This design comes from an exercise in tuning for small area and a short achievable clock period on the open sky130 flow, not from production work.
At most, simulation tests tie the RTL to the original design; equivalence was not proved.

## convolution
module convolution (
    input clk,
    input rst,
    input signed [15:0] x_in,
    output signed [31:0] y_out,
    output signed [31:0] y_out_t
);
export LEC_CHECK = 0
export ABC_CLOCK_PERIOD_IN_PS = 3000
export CAP_MARGIN = 20
export CORE_MARGIN = 2
export CORE_UTILIZATION = 40
export CTS_CLUSTER_DIAMETER = 80
export CTS_CLUSTER_SIZE = 28
export SLEW_MARGIN = 20
export SYNTH_HIERARCHICAL = 1
create_clock -name core_clock -period 15.0 [get_ports {clk}]
standard.sh (not shown) runs the stock make flow with config.mk's settings and CLKGATE_MAP_FILE= SYNTH_SCRIPT=/design/flow/synth_recipe.tcl, a recipe that flattens the netlist after the stock synthesis.
==> flow/flow/run.sh <==
#!/bin/bash
# Standard ORFS layout, with repair_timing asked to keep a larger setup margin
# than the clock period needs, so that it works on the paths that set the
# achieved period.  Constraints (constraint.sdc) are unchanged.
set -euo pipefail
export SETUP_SLACK_MARGIN=10.8
bash standard.sh finish > standard_finish.log 2>&1
The starting point ran to the end with no violations.
Edit:
- ABC_CLOCK_PERIOD_IN_PS: 3000 -> default
- CAP_MARGIN: 20 -> 5
- SLEW_MARGIN: 20 -> 5
Result: Die area does not change; sequential share of layout area is unchanged; wire length is unchanged; synthesized area is unchanged; hold slack stays the same.
Edit:
--- a/flow/flow/run.sh
+++ b/flow/flow/run.sh
@@ -6 +6 @@
-export SETUP_SLACK_MARGIN=10.8
+export SETUP_SLACK_MARGIN=10.9
Result:
- count of clock-buffer cells in the layout rises by 6
- clock skew went down by 5.1 ps
- wire length goes up by a few percent
- area after synthesis does not change
- via count climbs slightly
- die area stays the same
- global-route usage is higher by 0.36 points
- register-to-register slack loses 30 ps
Edit:
--- a/flow/flow/run.sh
+++ b/flow/flow/run.sh
@@ -6 +6 @@
-export SETUP_SLACK_MARGIN=10.9
+export SETUP_SLACK_MARGIN=10.8
- CAP_MARGIN: 5 -> 20
- PLACE_DENSITY: default -> 0.5
- SLEW_MARGIN: 5 -> 20
=> Final area is lower by 0.52%. First-iteration DRC count is lower by about 11%. Die area is unchanged. Sequential share of layout area is higher by 0.21 points.
Edit:
- GPL_ROUTABILITY_DRIVEN: default -> 0
- PLACE_DENSITY: 0.5 -> default
Result: Final area falls by 1.2%; routed wire length shrinks by 6.1%; utilization went down by 0.56 points; flip-flop and latch count stays the same; clock skew stays flat; worst setup slack is better by 20 ps.
Edit:
- CTS_CLUSTER_DIAMETER: 80 -> 60
- CTS_CLUSTER_SIZE: 28 -> 20
- GPL_ROUTABILITY_DRIVEN: 0 -> default
After rerunning:
- synthesized area does not change
- maximum frequency barely changes
- global-route usage went up by 0.14 points
- design area went up slightly
- worst setup slack gets better by 6.8 ps


convolution, a different RTL version from the one above (not shown whole).
Size: roughly 2600 cells after synthesis, roughly 82 I/O pins, ~0.046 mm^2 of cells after synthesis.
==> flow/config.mk <==
export PLATFORM = sky130hd
export DESIGN_NAME = convolution
export DESIGN_NICKNAME = convolution
export VERILOG_FILES = /design/flow/design.v
export SDC_FILE = /design/flow/constraint.sdc
export NUM_CORES = 4
export LEC_CHECK = 0
export CAP_MARGIN = 20
export CORE_MARGIN = 2
export CORE_UTILIZATION = 60
export CTS_CLUSTER_DIAMETER = 80
export CTS_CLUSTER_SIZE = 24
export SLEW_MARGIN = 20
export SYNTH_HIERARCHICAL = 1
==> flow/constraint.sdc <==
create_clock -name core_clock -period 15.0 [get_ports {clk}]
set_input_delay 3.0000 -clock core_clock [delete_from_list [all_inputs] [get_ports {clk}]]
set_output_delay 3.0000 -clock core_clock [all_outputs]
set_load 0.01 [all_outputs]
==> flow/flow/run.sh <==
#!/bin/bash
# Standard ORFS layout, with repair_timing asked to keep a larger setup margin
# than the clock period needs, so that it works on the paths that set the
# achieved period.  Constraints (constraint.sdc) are unchanged.
set -euo pipefail
export SETUP_SLACK_MARGIN=11.0
bash standard.sh finish > standard_finish.log 2>&1
The starting point passed the timing, design-rule and antenna checks.
Change:
--- a/flow/flow/run.sh
+++ b/flow/flow/run.sh
@@ -6 +6 @@
-export SETUP_SLACK_MARGIN=11.0
+export SETUP_SLACK_MARGIN=10.8
- CORE_UTILIZATION: 60 -> 40
- CTS_CLUSTER_SIZE: 24 -> 28
=> The changed run completed without violations; routed wire length decreases by 1.7%; synthesized area does not change; maximum frequency barely changes; hold slack stays flat; die area is higher by 49%; cell count increases by 11%; sequential cell count is unchanged; critical path depth is unchanged.
Change:
--- a/flow/flow/run.sh
+++ b/flow/flow/run.sh
@@ -6 +6 @@
-export SETUP_SLACK_MARGIN=10.8
+export SETUP_SLACK_MARGIN=11.0
- CTS_CLUSTER_DIAMETER: 80 -> default
- CTS_CLUSTER_SIZE: 28 -> default
Via count is higher by a few percent. Routed wire length is higher by a few percent. Clock skew is lower by 0.0042 ns. Cell area is higher by a few percent. Final cell count is higher by a few percent.


convolution again, from the RTL that the note above started with.
clock: 15.0 ns
lec_check: 0
cap_margin: 20
core_margin: 2
core_utilization: 40
cts_cluster_diameter: 100
cts_cluster_size: 30
slew_margin: 20
synth_hierarchical: 1
==> flow/flow/run.sh <==
#!/bin/bash
# Standard ORFS layout, with repair_timing asked to keep a larger setup margin
# than the clock period needs, so that it works on the paths that set the
# achieved period.  Constraints (constraint.sdc) are unchanged.
set -euo pipefail
export SETUP_SLACK_MARGIN=11.0
bash standard.sh finish > standard_finish.log 2>&1
Rerun with:
--- a/flow/flow/run.sh
+++ b/flow/flow/run.sh
@@ -6 +6 @@
-export SETUP_SLACK_MARGIN=11.0
+export SETUP_SLACK_MARGIN=10.8
- CORE_UTILIZATION: 40 -> 55
- CTS_CLUSTER_DIAMETER: 100 -> 60
Outcome: Setup slack gains 5.8 ps.


Another version of the RTL of convolution (not shown whole).
Size in the first run: about 2600 cells after synthesis, roughly 0.045 mm^2 of cells after synthesis.
export LEC_CHECK = 0
export CAP_MARGIN = 20
export CORE_MARGIN = 2
export CORE_UTILIZATION = 40
export CTS_CLUSTER_DIAMETER = 80
export CTS_CLUSTER_SIZE = 28
export PLACE_DENSITY = 0.75
export SLEW_MARGIN = 20
export SYNTH_HIERARCHICAL = 1
create_clock -name core_clock -period 15.0 [get_ports {clk}]
==> flow/flow/run.sh <==
#!/bin/bash
# Standard ORFS layout, with repair_timing asked to keep a larger setup margin
# than the clock period needs, so that it works on the paths that set the
# achieved period.  Constraints (constraint.sdc) are unchanged.
set -euo pipefail
export SETUP_SLACK_MARGIN=10.8
bash standard.sh finish > standard_finish.log 2>&1
The first run produced a clean layout.
Then changed:
- ABC_AREA: default -> 1
- PLACE_DENSITY: 0.75 -> default
Worst setup slack got worse by 0.013 ns.
First-iteration DRC count goes down by 3.5%.
Global-route usage goes up by 1.2 points.
No functional check of the RTL was part of any run of this note.


convolution, a different RTL version from the one above (not shown whole).
For scale: roughly 2,600 cells after synthesis, ~850 flip-flops, ~45,000 um^2 of cells after synthesis.
==> flow/config.mk <==
export PLATFORM = sky130hd
export DESIGN_NAME = convolution
export DESIGN_NICKNAME = convolution
export VERILOG_FILES = /design/flow/design.v
export SDC_FILE = /design/flow/constraint.sdc
export NUM_CORES = 4
export LEC_CHECK = 0
export CAP_MARGIN = 20
export CORE_MARGIN = 2
export CORE_UTILIZATION = 40
export CTS_CLUSTER_DIAMETER = 60
export CTS_CLUSTER_SIZE = 40
export SLEW_MARGIN = 20
export SYNTH_HIERARCHICAL = 1
==> flow/constraint.sdc <==
create_clock -name core_clock -period 15.0 [get_ports {clk}]
set_input_delay 3.0000 -clock core_clock [delete_from_list [all_inputs] [get_ports {clk}]]
set_output_delay 3.0000 -clock core_clock [all_outputs]
set_load 0.01 [all_outputs]
Scripts as last shown in full above: flow/flow/run.sh
Then changed:
Settings changed: CTS_CLUSTER_DIAMETER 60 to 80, CTS_CLUSTER_SIZE 40 to 28.
The changed run completed with no timing, DRC or antenna violations.
Worst setup slack is about the same.
Cell count drops by 0.80%.
Non-clock buffer count came out lower by 11.
Routed wire length drops by 0.80%.
Synthesized cell count is unchanged.
Cell area shrinks by 1.5%.


convolution with an RTL version that a note above also has.
Size in the first run: about 850 flip-flops, roughly 82 I/O pins, about 45000 um^2 of cells after synthesis.
Settings: LEC_CHECK=0, ABC_CLOCK_PERIOD_IN_PS=1000, CAP_MARGIN=20, CORE_MARGIN=2, CORE_UTILIZATION=40, CTS_CLUSTER_DIAMETER=80, CTS_CLUSTER_SIZE=28, SLEW_MARGIN=20, SYNTH_HIERARCHICAL=1; clock period 15.0 ns.
Scripts as last shown in full above: flow/flow/run.sh
Next try:
ABC_CLOCK_PERIOD_IN_PS = not set   (was 1000)
CORE_UTILIZATION = 45   (was 40)
CTS_CLUSTER_DIAMETER = 70   (was 80)
CTS_CLUSTER_SIZE = 32   (was 28)
The new run went through all stages and came out clean.
Worst setup slack got worse by 20 ps.
Critical path depth does not change.
Via count is about the same.
Utilization came out higher by 5.8 points.
Flip-flop and latch count stays the same.
Die area came out lower by 11%.
Fmax came out lower by 0.46%.
Cell count goes down by 4.3%.
Sequential share of layout area came out lower by 0.11 points.
Area after synthesis is unchanged.
Next try:
CORE_UTILIZATION = 40   (was 45)
CTS_CLUSTER_DIAMETER = 80   (was 70)
CTS_CLUSTER_SIZE = 28   (was 32)
Result: Count of clock-buffer cells in the layout goes up by 1; setup slack improved by 20 ps; non-clock buffer count rises by 3; via count hardly moves; routed wire length is about the same; global-route usage came out lower by 2.6 points.
Next try:
--- a/flow/flow/run.sh
+++ b/flow/flow/run.sh
@@ -4,4 +4,4 @@
 # achieved period.  Constraints (constraint.sdc) are unchanged.
 set -euo pipefail
-export SETUP_SLACK_MARGIN=10.8
+export SETUP_SLACK_MARGIN=10.7
 bash standard.sh finish > standard_finish.log 2>&1
CAP_MARGIN = 5   (was 20)
SLEW_MARGIN = 5   (was 20)
Outcome: Worst hold slack loses 15 ps; maximum frequency drops by 2.5%; die area is unchanged.

[what the ideal ports hide]
Ports are ideal in the flow. The routed layouts listed here were re-timed in OpenROAD.
Step 1, drivers: a clkbuf_16 drives clk and a buf_2 each remaining input, both assumed.
Step 2 moves the port delays by t, midway between the first and last clock arrival at a register: inputs arrive t later, outputs are due t later. That takes back most of the time a late clock gives input paths.
Three values: ideal ports, drivers, drivers and shift; two values: the first two.
run	shift t [ns]	setup slack, ns	worst hold slack (ns)	worst slew at a driven data input, ns	pins driven straight from the clock port
the first run of note 1	0.692	10.711 / 10.644 / 10.373	0.345 / 0.345 / 0.345	0.04	1
the second run of note 1	0.692	10.711 / 10.644 / 10.373	0.345 / 0.345 / 0.345	0.04	1
the third run of note 1	0.687	10.679 / 10.612 / 10.300	0.344 / 0.344 / 0.344	0.04	1
the fourth run of note 1	0.703	10.691 / 10.624 / 10.219	0.347 / 0.347 / 0.347	0.04	1
the fifth run of note 1	0.692	10.711 / 10.644 / 10.373	0.345 / 0.345 / 0.345	0.04	1
the sixth run of note 1	0.721	10.718 / 10.653 / 10.227	0.340 / 0.340 / 0.340	0.04	1
the first run of note 2	0.690	10.662 / 10.594 / 10.381	0.353 / 0.353 / 0.353	0.05	1
the second run of note 2	0.682	10.668 / 10.603 / 10.244	0.351 / 0.351 / 0.351	0.05	1
the third run of note 2	0.720	10.645 / 10.579 / 10.420	0.334 / 0.334 / 0.334	0.04	1
the first run of note 3	0.681	10.676 / 10.610 / 10.436	0.344 / 0.344 / 0.344	0.04	1
the second run of note 3	0.686	10.682 / 10.621 / 10.310	0.345 / 0.345 / 0.345	0.04	1
the first run of note 4	0.679	10.692 / 10.626 / 10.310	0.345 / 0.345 / 0.345	0.04	1
the second run of note 4	0.696	10.679 / 10.609 / 10.182	0.350 / 0.350 / 0.350	0.04	1
the first run of note 5	0.716	10.687 / 10.621 / 10.314	0.343 / 0.343 / 0.343	0.03	1
the second run of note 5	0.690	10.687 / 10.621 / 10.347	0.340 / 0.340 / 0.340	0.03	1
the first run of note 6	0.692	10.711 / 10.644 / 10.373	0.345 / 0.345 / 0.345	0.04	1
the second run of note 6	0.697	10.691 / 10.626 / 10.253	0.339 / 0.339 / 0.339	0.04	1
the third run of note 6	0.692	10.711 / 10.644 / 10.373	0.345 / 0.345 / 0.345	0.04	1
the fourth run of note 6	0.694	10.600 / 10.533 / 10.227	0.330 / 0.330 / 0.330	0.04	1
After both steps every run listed still meets setup and hold. For the second run of note 4, which loses most, drivers alone change the setup slack by -0.070 ns; drivers and shift together by -0.497 ns. Setup slack includes reset recovery checks.
